Source: an optimization exercise on an open RTL-to-GDS flow (aim: small area). Production flows keep margins and buffers that such runs may drop. At most, simulation tests tie the RTL to the original design; equivalence was not proved. Power figures rest on the tool's default switching activity, not on a simulated workload.

==> run X <==
==> flow/design.v (excerpt) <==
module typing_test_top(
        input wire clk,
        input wire rst,  
        input wire [3:0] rows,
        output wire [3:0] cols,
        output wire [3:0] Anode_Activate,
        output wire [6:0] LED_out,
        output wire SSD_Anode_Activate,
        output wire [6:0] SSD_LED_out
    );
export LEC_CHECK = 0
export ABC_AREA = 0
export CAP_MARGIN = 20
export CORE_MARGIN = 2
export CORE_UTILIZATION = 60
export CTS_BUF_LIST = sky130_fd_sc_hd__clkbuf_4
export CTS_CLUSTER_DIAMETER = 50
export CTS_CLUSTER_SIZE = 8
export SLEW_MARGIN = 20
create_clock -name core_clock -period 160.0 [get_ports {clk}]
standard.sh (not shown) runs the stock make flow with config.mk's settings and CLKGATE_MAP_FILE= SYNTH_SCRIPT=/design/flow/synth_recipe.tcl, a recipe that flattens the netlist after the stock synthesis.
==> flow/flow/run.sh <==
#!/bin/bash
# The standard layout (standard.sh), with two changes: the ports are buffered
# with the smallest buffer, and clock tree synthesis adds no dummy loads.
set -euo pipefail
export BUFFER_PORTS_ARGS="-buffer_cell sky130_fd_sc_hd__buf_1"
export CTS_ARGS="-sink_clustering_enable -repair_clock_nets -dont_use_dummy_load -buf_list sky130_fd_sc_hd__clkbuf_4 -sink_clustering_size 8 -sink_clustering_max_diameter 50"
bash standard.sh finish > standard.log 2>&1
==> run B (differences from run X) <==
--- a/flow/design.v
+++ b/flow/design.v
@@ -339,35 +339,27 @@
         if (start) begin
             at <= 4'd10;
             ao <= 4'd0;
             acc_d1 <= 4'd0;
             acc_d2 <= 4'd0;
             cd <= 16'd0;
-            S <= 16'd0;
+            S <= 16'hFFFF;
             nz <= 1'b0;
         end else if (tpress) begin
             acc_d1 <= nd1;
             acc_d2 <= nd2;
+            S <= S_inc;
             if (correct) begin
                 cd <= cd_inc;
                 nz <= 1'b1;
             end
-            if (nz) begin
-                at <= 4'd0;
-                ao <= 4'd0;
-            end else begin
-                at <= 4'd10;
-                ao <= 4'd0;
-                S <= S_inc;
-            end
-        end else begin
-            if (aj) begin
-                at <= un_h;
-                ao <= un_o;
-            end
-            if (aj_done) S <= S_inc;
+            at <= nz ? 4'd0 : 4'd10;
+            ao <= 4'd0;
+        end else if (aj) begin
+            at <= un_h;
+            ao <= un_o;
         end
     end
     always @(posedge clk) begin
         if (start || word_done) begin
             cw <= lfsr;
             cw_rev <= start;
Settings changed: ABC_AREA 0 to 1, CORE_UTILIZATION 60 to 70, GPL_TIMING_DRIVEN set to 0.
==> flow_metrics.env <==
export IMPL_status="timing/DRC/antenna clean"
export IMPL_crit_reg2reg_capture="X[19]"
export IMPL_placed_cells_incl_taps=1585
export IMPL_buf_share_pct=1.66
Source of the figures above: run X

==> flow_metrics.env <==
export IMPL_cts_root_buf="sky130_fd_sc_hd__clkbuf_4"
export IMPL_status="timing/DRC/antenna clean"
export IMPL_largest_family_of_logic_cells_by_synthesized_area="simple AND/OR/NAND/NOR gates"
export IMPL_placed_cells_incl_taps=1837
export IMPL_synth_enable_flop_cells=18
export IMPL_buf_share_pct=2.86
export IMPL_placed_area_sq_mm=0.0126
export IMPL_final_seq_area_sq_mm=0.00424
Source of the figures above: run B

No functional check of the RTL was part of run B.

========
==> inputs of pepper <==
typing_test_top, a different RTL version from the one above (not shown whole).
clock: 160.0 ns
lec_check: 0
abc_area: 1
cap_margin: 20
core_margin: 2
core_utilization: 60
slew_margin: 20
==> flow/flow/run.sh <==
#!/bin/bash
# The standard layout (standard.sh), with two changes: the ports are buffered
# with the smallest buffer, and clock tree synthesis adds no dummy loads and
# builds its tree from clkbuf_8.
set -euo pipefail
export BUFFER_PORTS_ARGS="-buffer_cell sky130_fd_sc_hd__buf_1"
export CTS_ARGS="-sink_clustering_enable -repair_clock_nets -dont_use_dummy_load -buf_list sky130_fd_sc_hd__clkbuf_8"
bash standard.sh finish > standard.log 2>&1
==> inputs of zinc, as changes to pepper <==
--- a/flow/design.v
+++ b/flow/design.v
@@ -125,14 +125,15 @@
     reg [1:0] cdig;          
     reg [3:0] nw0, nw1, nw2, nw3;    
     reg [15:0] cw;           
     reg cw_rev;              
     reg [3:0] acc_d1, acc_d2;        
     reg [3:0] at, ao;                
-    reg [13:0] wc;                   
+    reg [15:0] cd;                   
     reg [15:0] S;                    
+    reg nz;                          
     reg [15:0] E;
     reg [3:0] e_one, e_ten;          
     wire is_sel  = (mode == 2'd0);
     wire is_test = (mode == 2'd1);
     wire is_res  = mode[1];
     wire key_b = (dec == 4'hB);
@@ -163,14 +164,13 @@
             nd2 = ao;
             if (at == 4'd0 && o_lt) nd1 = le6 ? 4'd9 : 4'd8;
             else nd1 = o_lt ? at_m[3:0] : at;
         end
     end
     wire [15:0] S_inc = inc16(S);
-    wire [15:0] wc_inc = inc16({2'd0, wc});
-    wire nz = (|wc) | ~&cdig;        
+    wire [15:0] cd_inc = inc16(cd);
     wire [15:0] E_inc = inc16(E);
     wire [15:0] e_one_inc = inc16({12'd0, e_one});
     wire [15:0] e_ten_inc = inc16({12'd0, e_ten});
     always @(posedge clk) begin
         if (rst) begin
             mode <= 2'd0;
@@ -207,28 +207,35 @@
     reg lj;                  
     reg wjp;                 
     reg job1;
     reg lastw;
     wire ax = aj || lj;
     wire running = ax || wjp;
-    wire [1:0] ni = is_sel ? led_select : p[1:0];
-    wire [3:0] nwn = ni[1] ? (ni[0] ? nw0 : nw1) : (ni[0] ? nw2 : nw3);
-    wire [3:0] a = p[2] ? 4'd0 : nwn;
+    reg [3:0] a;
+    always @(*) begin
+        case (p)
+            3'd0: a = nw3;
+            3'd1: a = nw2;
+            3'd2: a = nw1;
+            3'd3: a = nw0;
+            default: a = 4'd0;
+        endcase
+    end
     wire st_add = !st;
-    wire [15:0] dv = aj ? S : lj ? wc_inc : E;
+    wire [15:0] dv = aj ? S : lj ? {2'd0, cd_inc[15:2]} : E;
     wire [20:0] xs = add20(X, st_add ? {16'd0, a} : {4'hF, ~dv}, !st_add && (aj || (!lj && job1)));
     wire fits = xs[20];
     wire fits_e = fits && !lj;
     wire p5 = p[2] & p[0];
     wire p3 = !p[2] & p[1] & p[0];
     wire last = lj ? p3 : p5;
     wire m6 = p[2] && !p[0] && !ax;      
     wire [20:0] xm = add20({2'd0, X[17:0]}, m6 ? {1'b0, X[17:0], 1'b0} : {X[17:0], 2'b00}, 1'b0);
     wire [19:0] xsc = {xm[18:0], 1'b0};
-    wire [3:0] uh = vh;
-    wire [3:0] uo = vo;
+    wire [3:0] uh = aj ? at : vh;
+    wire [3:0] uo = aj ? ao : vo;
     wire [20:0] uh10_w = add20({16'd0, uo}, {16'd0, uh[2:0], 1'b0}, 1'b0);
     wire [3:0] uh10 = {uh10_w[3] ^ uh[0], uh10_w[2:0]};                   
     reg [3:0] f6, g6;
     always @(*) begin
         case (uo)
             4'd0: begin f6 = 4'd0; g6 = 4'd0; end
@@ -283,27 +290,25 @@
         end else begin
             if (wj_done) begin
                 if (job1 || tick) begin
                     ch <= vh;
                     co <= vo;
                     job1 <= 1'b0;
-                end else if (!init_aj) wjp <= 1'b0;
-            end else if (init_aj) begin
-                wjp <= 1'b1;     
+                end else wjp <= 1'b0;
             end else if (tick) begin
                 if (wjp) job1 <= 1'b1;
                 else begin
                     ch <= vh;
                     co <= vo;
                     wjp <= 1'b1;
                 end
             end
         end
         if (lj_done) lastw <= !fits;
         if (init_aj) begin
-            X <= {4'd0, wc, ~cdig};
+            X <= {4'd0, cd};
             p <= 3'd3;
             st <= 1'b1;
         end else if (init_lj || init_wj) begin
             X <= 20'd0;
             p <= 3'd0;
             st <= 1'b0;
@@ -321,38 +326,40 @@
         end else begin
             if (init_aj) aj <= 1'b1;
             else if (aj_done) aj <= 1'b0;
             if (init_lj) lj <= 1'b1;
             else if (lj_done) lj <= 1'b0;
         end
-        if (init_wj || init_aj) begin
+        if (init_wj) begin
             vh <= 4'd0;
             vo <= 4'd0;
-        end else if (running && !lj) begin
+        end else if (running && !ax) begin
             vh <= un_h;
             vo <= un_o;
         end
         if (start) begin
             at <= 4'd10;
             ao <= 4'd0;
             acc_d1 <= 4'd0;
             acc_d2 <= 4'd0;
-            wc <= 14'd0;
+            cd <= 16'd0;
             S <= 16'hFFFF;
+            nz <= 1'b0;
         end else if (tpress) begin
             acc_d1 <= nd1;
             acc_d2 <= nd2;
             S <= S_inc;
-            if (correct && cdig == 2'd0) wc <= wc_inc[13:0];
-            if (!nz) begin
-                at <= 4'd10;
-                ao <= 4'd0;
+            if (correct) begin
+                cd <= cd_inc;
+                nz <= 1'b1;
             end
-        end else if (aj_done) begin
-            at <= vh;
-            ao <= vo;
+            at <= nz ? 4'd0 : 4'd10;
+            ao <= 4'd0;
+        end else if (aj) begin
+            at <= un_h;
+            ao <= un_o;
         end
     end
     always @(posedge clk) begin
         if (start || word_done) begin
             cw <= lfsr;
             cw_rev <= start;
@@ -373,12 +380,13 @@
     wire two_en = !pm10 && cdig[1];
     wire three_en = |cdig;
     wire [1:0] ls = led_select;
     wire en = (ls == 2'd0) ? one_en : (ls == 2'd1) ? two_en : (ls == 2'd2) ? three_en : 1'b1;
     wire [1:0] ci = ~ls ^ {cw_rev, cw_rev};
     wire [3:0] cwn = ci[1] ? (ci[0] ? cw[15:12] : cw[11:8]) : (ci[0] ? cw[7:4] : cw[3:0]);
+    wire [3:0] nwn = ls[1] ? (ls[0] ? nw0 : nw1) : (ls[0] ? nw2 : nw3);
     wire [3:0] rsn = ls[1] ? (ls[0] ? co : ch) : (ls[0] ? e_one : e_ten);
     wire [3:0] dsel = mode[1] ? rsn : mode[0] ? mod10(cwn) : nwn;
     wire [3:0] bcd = en ? dsel : 4'd0;
     assign Anode_Activate = en ? ~(4'b1000 >> ls) : 4'b1111;
     reg [6:0] seg;
     always @(*) begin
==> flow/flow/run.sh (replaced) <==
#!/bin/bash
# The standard layout (standard.sh), with two changes: the ports are buffered
# with the smallest buffer, and clock tree synthesis adds no dummy loads.
set -euo pipefail
export BUFFER_PORTS_ARGS="-buffer_cell sky130_fd_sc_hd__buf_1"
export CTS_ARGS="-sink_clustering_enable -repair_clock_nets -dont_use_dummy_load -buf_list sky130_fd_sc_hd__clkbuf_4 -sink_clustering_size 8 -sink_clustering_max_diameter 50"
bash standard.sh finish > standard.log 2>&1
--- a/flow/config.mk
+++ b/flow/config.mk
@@ -6,7 +6,10 @@
 export NUM_CORES = 4
 export LEC_CHECK = 0
 export ABC_AREA = 1
 export CAP_MARGIN = 20
 export CORE_MARGIN = 2
 export CORE_UTILIZATION = 60
+export CTS_BUF_LIST = sky130_fd_sc_hd__clkbuf_4
+export CTS_CLUSTER_DIAMETER = 50
+export CTS_CLUSTER_SIZE = 8
 export SLEW_MARGIN = 20
==> qor summary <==
Outcome: zinc timing/DRC/antenna clean; pepper timing/DRC/antenna clean
Leading power group: zinc registers; pepper combinational cells
Detail-routed via count per cell: zinc 5.56; pepper 5.48
Area growth from synthesis to final layout: zinc 4.09%; pepper 6.75%
Clkbuf count: zinc 30; pepper 39
Standard-cell row count: zinc 52; pepper 51
Power per standard cell area: zinc 6.34 nW/um^2; pepper 14.4 nW/um^2
Part of the power in combinational logic: zinc 3.2%; pepper 41.6%
FMAX: zinc 0.0276 GHz; pepper 0.0280 GHz
Total length of routed met3 wires: zinc 1.43 mm; pepper 1.74 mm
Clock input transition at the sequential cells of the worst setup and hold paths: zinc 90 ps; pepper 50 ps
Share of power burned in registers: zinc 65.1%; pepper 35.9%
Critical path arrival: zinc 4200 ps; pepper 3660 ps
Cell area after synthesis: zinc 12200 sq um; pepper 12100 sq um
Slack of the worst reg-to-reg path: zinc 149860 ps; pepper 148970 ps
Final non-clock buffer share: zinc 1.42%; pepper 1.40%
Clk Latency, worst-skew pair: zinc 710 ps; pepper 540 ps
Synthesized flop and latch total: zinc 203; pepper 206
Routed length per instance: zinc 15.6 microns; pepper 15.6 microns
Pin count of the biggest net entering global routing: zinc 39; pepper 43
Final cell utilization of the core: zinc 63.3%; pepper 65.9%
Met3 routing resource usage after global routing: zinc 3.39%; pepper 4.33%
Initial core utilization: zinc 60.8%; pepper 61.7%
Number of cells on the worst reg-to-reg path: zinc 36; pepper 47
Total via count after detailed routing: zinc 10400; pepper 10200
Global-route wire length before repair: zinc 48.0 mm; pepper 49.3 mm
Xor/xnor cell area share of the yosys netlist: zinc 1.58%; pepper 1.67%
No functional check of the RTL was part of any run of this note.

separate check: timing with driven ports:
How much do the figures lean on ideal ports? The routed layouts below were timed once more, with nothing changed but the port constraints. Step 1 (the two cells are an assumption about what drives the block):
set clk [get_ports {clk}]
set_driving_cell -lib_cell sky130_fd_sc_hd__clkbuf_16 $clk
set_driving_cell -lib_cell sky130_fd_sc_hd__buf_2 [delete_from_list [all_inputs] $clk]
Step 2 adds t to the input delays and takes it off the output delays; t is the mean of the earliest and latest rising clock arrival at the registers after step 1. Input paths then give back, and output paths get back, about the clock's delay inside the block. a / b / c = no drivers / after step 1 / after step 2; a / b = the first two.
run | t (ns) | setup slack, ns | worst hold slack (ns) | worst slew at a driven data input, ns | pins driven straight from the clock port
run X | 0.702 | 123.905 / 123.867 / 124.569 | 0.420 / 0.420 / 0.420 | 0.04 | 1
run B | 0.706 | 123.911 / 123.869 / 124.574 | 0.425 / 0.425 / 0.425 | 0.03 | 1
pepper | 0.551 | 124.345 / 124.303 / 124.854 | 0.396 / 0.396 / 0.396 | 0.03 | 1
zinc | 0.722 | 123.801 / 123.759 / 124.481 | 0.422 / 0.422 / 0.422 | 0.03 | 1
After both steps every run listed still meets setup and hold.
